From an optimization exercise on the open Yosys and OpenROAD flow, aimed at small area and a short achievable clock period; shortcuts taken in it are not production practice.
Where RTL was checked, it was by simulation tests only, not by an equivalence proof against the original.

==> maple: inputs <==
==> flow/design.v (excerpt) <==
module PE (input [31:0] x, input [31:0] w, input [31:0] acc, output reg [31:0] res, input clk, output reg [31:0] wout);
==> module mult32, before the edit <==
module mult32 (input [31:0] a, input [31:0] b,
               output        zs,      
               output [7:0]  ze,      
               output [22:0] zf,      
               output        zzero,   
               output        zinf,    
               output        znan,    
               output [9:0]  f0,      
               output [1:0]  k);
  wire       s  = a[31] ^ b[31];
  wire [7:0] ea = a[30:23];
  wire [7:0] eb = b[30:23];
  wire       fa_nz = |a[22:0];
  wire       fb_nz = |b[22:0];
  wire       a_max = &ea;
  wire       b_max = &eb;
  wire       a_nan = a_max & fa_nz;
  wire       b_nan = b_max & fb_nz;
  wire       a_zero = ~|ea & ~fa_nz;
  wire       b_zero = ~|eb & ~fb_nz;
  wire [47:0] ps, pc;
  mul24 u_mul (.a({1'b1, a[22:0]}), .b({1'b1, b[22:0]}), .s(ps), .c(pc));
  wire [47:0] p = ps + pc;
  wire        hi = p[47];
  wire        g  = p[23];
  wire        r  = p[22];
  reg  [4:0]  tza, tzb;
  integer i;
  always @* begin
    tza = 5'd23;
    tzb = 5'd23;
    for (i = 22; i >= 0; i = i - 1) begin
      if (a[i]) tza = i[4:0];
      if (b[i]) tzb = i[4:0];
    end
  end
  wire [5:0]  tz = {1'b0, tza} + {1'b0, tzb};
  wire        st = tz < 6'd22;
  wire        inc_hi = g & (r | st | p[24]);
  wire        inc_lo = g & (r | st);
  wire [22:0] f_hi = p[46:24] + {22'd0, inc_hi};
  wire [22:0] f_lo = {p[45:24], inc_lo};
  wire        ec_hi = inc_hi & (p[46:24] == 23'h7ffffe);
  wire        ec_lo = inc_lo & (p[46:24] == 23'h7fffff);
  wire        ec = hi ? ec_hi : ec_lo;
  wire [8:0]  e2 = {1'b0, ea} + {1'b0, eb};
  wire [9:0]  tm = {1'b0, e2} - 10'd1;
  wire [9:0]  t0 = {1'b0, e2};
  wire [9:0]  tp = {1'b0, e2} + 10'd1;
  wire        uf_m = tm[9] | (tm < 10'd127);
  wire        uf_0 = t0 < 10'd127;
  wire        uf_p = tp < 10'd127;
  wire        of_m = ~tm[9] & (tm > 10'd380);
  wire        of_0 = t0 > 10'd380;
  wire        of_p = tp > 10'd380;
  assign k   = {1'b0, hi} + {1'b0, ec};
  wire        uf = (k == 2'd0) ? uf_m : (k == 2'd1) ? uf_0 : uf_p;
  wire        of = (k == 2'd0) ? of_m : (k == 2'd1) ? of_0 : of_p;
  wire [7:0]  ec0 = tm[7:0] + 8'd130;
  wire [7:0]  ec1 = t0[7:0] + 8'd130;
  wire [7:0]  ec2 = tp[7:0] + 8'd130;
  assign f0  = tm - 10'd126;
  wire        in_nan = a_nan | b_nan | (a_max & b_zero) | (b_max & a_zero);
  wire        in_inf = a_max | b_max;
  wire        in_zero = a_zero | b_zero;
  assign znan  = in_nan;
  assign zinf  = ~in_nan & (in_inf | (~in_zero & ~uf & of));
  assign zzero = ~in_nan & ~in_inf & (in_zero | uf);
  assign zs = in_nan | (s & ~(~in_inf & ~in_zero & uf));
  assign ze = (k == 2'd0) ? ec0 : (k == 2'd1) ? ec1 : ec2;
  assign zf = hi ? f_hi : f_lo;
endmodule
==> module add_pre, before the edit <==
module add_pre (input [9:0] f0, input [1:0] k, input [7:0] eb,
                output xa, output [7:0] d);
  wire [9:0] p0 = f0 - {2'b0, eb};
  wire [9:0] n0 = {2'b0, eb} - f0;
  wire [9:0] p1 = p0 + 10'd1;
  wire [9:0] p2 = p0 + 10'd2;
  wire [9:0] n1 = n0 - 10'd1;
  wire [9:0] n2 = n0 - 10'd2;
  wire [7:0] d0 = p0[9] ? n0[7:0] : p0[7:0];
  wire [7:0] d1 = p1[9] ? n1[7:0] : p1[7:0];
  wire [7:0] d2 = p2[9] ? n2[7:0] : p2[7:0];
  assign xa = (k == 2'd0) ? ~p0[9] : (k == 2'd1) ? ~p1[9] : ~p2[9];
  assign d  = (k == 2'd0) ? d0 : (k == 2'd1) ? d1 : d2;
endmodule
==> module PE, before the edit <==
module PE (input [31:0] x, input [31:0] w, input [31:0] acc, output reg [31:0] res, input clk, output reg [31:0] wout);
  reg  [31:0] x_q;
  reg  [31:0] acc_q;
  reg         ps_q, pzero_q, pinf_q, pnan_q, xa_q;
  reg  [7:0]  pe_q, d_q;
  reg  [22:0] pf_q;
  wire        ps, pzero, pinf, pnan, xa;
  wire [7:0]  pe, d;
  wire [9:0]  f0;
  wire [22:0] pf;
  wire [1:0]  k;
  wire [31:0] sum;
  mult32 m1 (.a(x_q), .b(wout), .zs(ps), .ze(pe), .zf(pf), .zzero(pzero), .zinf(pinf),
             .znan(pnan), .f0(f0), .k(k));
  add_pre p1 (.f0(f0), .k(k), .eb(acc[30:23]), .xa(xa), .d(d));
  adder32 a1 (.as(ps_q), .ae(pe_q), .af(pf_q), .a_zero(pzero_q), .a_inf(pinf_q), .a_nan(pnan_q),
              .b(acc_q), .xa(xa_q), .d(d_q), .z(sum));
  always @(posedge clk) begin
    x_q     <= x;
    wout    <= w;
    acc_q   <= acc;
    ps_q    <= ps;
    pe_q    <= pe;
    pf_q    <= pf;
    pzero_q <= pzero;
    pinf_q  <= pinf;
    pnan_q  <= pnan;
    xa_q    <= xa;
    d_q     <= d;
    res     <= sum;
  end
endmodule
clock: 18.0 ns
lec_check: 0
cap_margin: 20
core_margin: 2
core_utilization: 40
slew_margin: 20
synth_hierarchical: 1
synth_minimum_keep_size: 0
standard.sh (not shown) runs the stock make flow with config.mk's settings and CLKGATE_MAP_FILE= SYNTH_SCRIPT=/design/flow/synth_recipe.tcl, a recipe that flattens the netlist after the stock synthesis.
==> flow/flow/run.sh <==
#!/bin/bash
# The standard layout, with repair_timing asked to keep a setup margin, so that
# the timing repair also works on paths that already meet the 18 ns clock.
set -euo pipefail
MARGIN=$(cat flow/margin.txt)
bash standard.sh SETUP_SLACK_MARGIN=$MARGIN finish > flow_make.log 2>&1
==> flow/flow/margin.txt <==
13
==> inputs of quartz, as changes to maple <==
--- a/flow/design.v
+++ b/flow/design.v
@@ -5,7 +5,9 @@
                output        zzero,   
                output        zinf,    
                output        znan,    
-               output [9:0]  f0,      
+               output [7:0]  ec0,     
+               output [7:0]  ec1,     
+               output [7:0]  ec2,     
                output [1:0]  k);
   wire       s  = a[31] ^ b[31];
   wire [7:0] ea = a[30:23];
@@ -56,10 +58,9 @@
   assign k   = {1'b0, hi} + {1'b0, ec};
   wire        uf = (k == 2'd0) ? uf_m : (k == 2'd1) ? uf_0 : uf_p;
   wire        of = (k == 2'd0) ? of_m : (k == 2'd1) ? of_0 : of_p;
-  wire [7:0]  ec0 = tm[7:0] + 8'd130;
-  wire [7:0]  ec1 = t0[7:0] + 8'd130;
-  wire [7:0]  ec2 = tp[7:0] + 8'd130;
-  assign f0  = tm - 10'd126;
+  assign ec0 = tm[7:0] + 8'd130;
+  assign ec1 = t0[7:0] + 8'd130;
+  assign ec2 = tp[7:0] + 8'd130;
   wire        in_nan = a_nan | b_nan | (a_max & b_zero) | (b_max & a_zero);
   wire        in_inf = a_max | b_max;
   wire        in_zero = a_zero | b_zero;
@@ -1625,18 +1626,18 @@
   assign s  = ~(a ^ b);
   assign co = a | b;
 endmodule
-module add_pre (input [9:0] f0, input [1:0] k, input [7:0] eb,
-                output xa, output [7:0] d);
-  wire [9:0] p0 = f0 - {2'b0, eb};
-  wire [9:0] n0 = {2'b0, eb} - f0;
-  wire [9:0] p1 = p0 + 10'd1;
-  wire [9:0] p2 = p0 + 10'd2;
-  wire [9:0] n1 = n0 - 10'd1;
-  wire [9:0] n2 = n0 - 10'd2;
-  wire [7:0] d0 = p0[9] ? n0[7:0] : p0[7:0];
-  wire [7:0] d1 = p1[9] ? n1[7:0] : p1[7:0];
-  wire [7:0] d2 = p2[9] ? n2[7:0] : p2[7:0];
-  assign xa = (k == 2'd0) ? ~p0[9] : (k == 2'd1) ? ~p1[9] : ~p2[9];
+module add_pre (input [7:0] ec0, input [7:0] ec1, input [7:0] ec2, input [1:0] k,
+                input [7:0] eb, output xa, output [7:0] d);
+  wire [8:0] ab0 = {1'b0, ec0} - {1'b0, eb};
+  wire [8:0] ab1 = {1'b0, ec1} - {1'b0, eb};
+  wire [8:0] ab2 = {1'b0, ec2} - {1'b0, eb};
+  wire [8:0] ba0 = {1'b0, eb} - {1'b0, ec0};
+  wire [8:0] ba1 = {1'b0, eb} - {1'b0, ec1};
+  wire [8:0] ba2 = {1'b0, eb} - {1'b0, ec2};
+  wire [7:0] d0 = ab0[8] ? ba0[7:0] : ab0[7:0];
+  wire [7:0] d1 = ab1[8] ? ba1[7:0] : ab1[7:0];
+  wire [7:0] d2 = ab2[8] ? ba2[7:0] : ab2[7:0];
+  assign xa = (k == 2'd0) ? ~ab0[8] : (k == 2'd1) ? ~ab1[8] : ~ab2[8];
   assign d  = (k == 2'd0) ? d0 : (k == 2'd1) ? d1 : d2;
 endmodule
 module adder32 (input as, input [7:0] ae, input [22:0] af,
@@ -1736,14 +1737,13 @@
   reg  [7:0]  pe_q, d_q;
   reg  [22:0] pf_q;
   wire        ps, pzero, pinf, pnan, xa;
-  wire [7:0]  pe, d;
-  wire [9:0]  f0;
+  wire [7:0]  pe, d, ec0, ec1, ec2;
   wire [22:0] pf;
   wire [1:0]  k;
   wire [31:0] sum;
   mult32 m1 (.a(x_q), .b(wout), .zs(ps), .ze(pe), .zf(pf), .zzero(pzero), .zinf(pinf),
-             .znan(pnan), .f0(f0), .k(k));
-  add_pre p1 (.f0(f0), .k(k), .eb(acc[30:23]), .xa(xa), .d(d));
+             .znan(pnan), .ec0(ec0), .ec1(ec1), .ec2(ec2), .k(k));
+  add_pre p1 (.ec0(ec0), .ec1(ec1), .ec2(ec2), .k(k), .eb(acc[30:23]), .xa(xa), .d(d));
   adder32 a1 (.as(ps_q), .ae(pe_q), .af(pf_q), .a_zero(pzero_q), .a_inf(pinf_q), .a_nan(pnan_q),
               .b(acc_q), .xa(xa_q), .d(d_q), .z(sum));
   always @(posedge clk) begin
==> flow/run.sh (new file) <==
#!/bin/bash
# synth_recipe.tcl (not shown) runs the flow's synth.tcl, then flattens the netlist and writes it again
# the make line also repeats each setting of config.mk as NAME=value (left out here)
make -C /OpenROAD-flow-scripts/flow DESIGN_CONFIG=/design/flow/config.mk WORK_HOME=/design/flow/orfs CLKGATE_MAP_FILE= SYNTH_SCRIPT=/design/flow/synth_recipe.tcl finish
removed: flow/flow/run.sh
removed: flow/flow/margin.txt
removed: flow/standard.sh
==> summary of the runs <==
- Against quartz, the register-to-register slack of maple is higher by 2.9 ns.
- Of maple and quartz, maple has the higher final cell count (gap about 7%, measured against quartz).
- In quartz the sequential share of layout area is higher than in maple, by 1.0 points.
- Against quartz, the routed wire length of maple is higher by about 13%.
- Count of clock-buffer cells in the layout: quartz is lower than maple (2).
==> figures <==
                                                                                quartz           maple
Transition time of the tightest slew-check pin                                  1.12 ns         1.04 ns
GRT met3 Usage                                                                    3.43%           7.83%
Highest metal used                                                                 met4            met5
Count of standard-cell rows                                                         115             114
Required time at the endpoint of the critical path                             18.39 ns        18.37 ns
Instance area after placement                                                41,400 µm²      40,900 µm²
Final Cell Area                                                              41,900 µm²      50,300 µm²
Placed wire-length estimate after detailed placement                         112,000 µm      108,000 µm
Weighted congestion reported at the end of routability-driven placement           0.988            1.01
Fmax achieved                                                                0.0914 GHz       0.124 GHz
Result of the run                                                        finished clean  finished clean
Vias after detailed routing                                                      37,000          40,300
Comb_multi_in                                                                     3,930           3,895
Function not checked in quartz: the RTL went through the layout flow alone.

## what the ideal ports hide
The results above use ideal ports. As a check the final layouts listed here were re-extracted and re-timed, cells and wires unchanged.
Step 1, drivers: a clkbuf_16 drives clk and a buf_2 each remaining input, both assumed.
Step 2 moves the port delays by t, midway between the first and last clock arrival at a register: inputs arrive t later, outputs are due t later. That takes back most of the time a late clock gives input paths.
a / b / c = ideal / step 1 / step 2; a / b = the first two.
run	t (ns)	slack for setup (ns)	worst setup path at the end	worst register clock-pin slew, ns
maple	0.560	9.938 / 9.938 / 9.938	register to register	0.11 / 0.11
quartz	0.554	7.065 / 7.065 / 7.065	register to register	0.10 / 0.10
After both steps setup and hold are still met in every run listed.
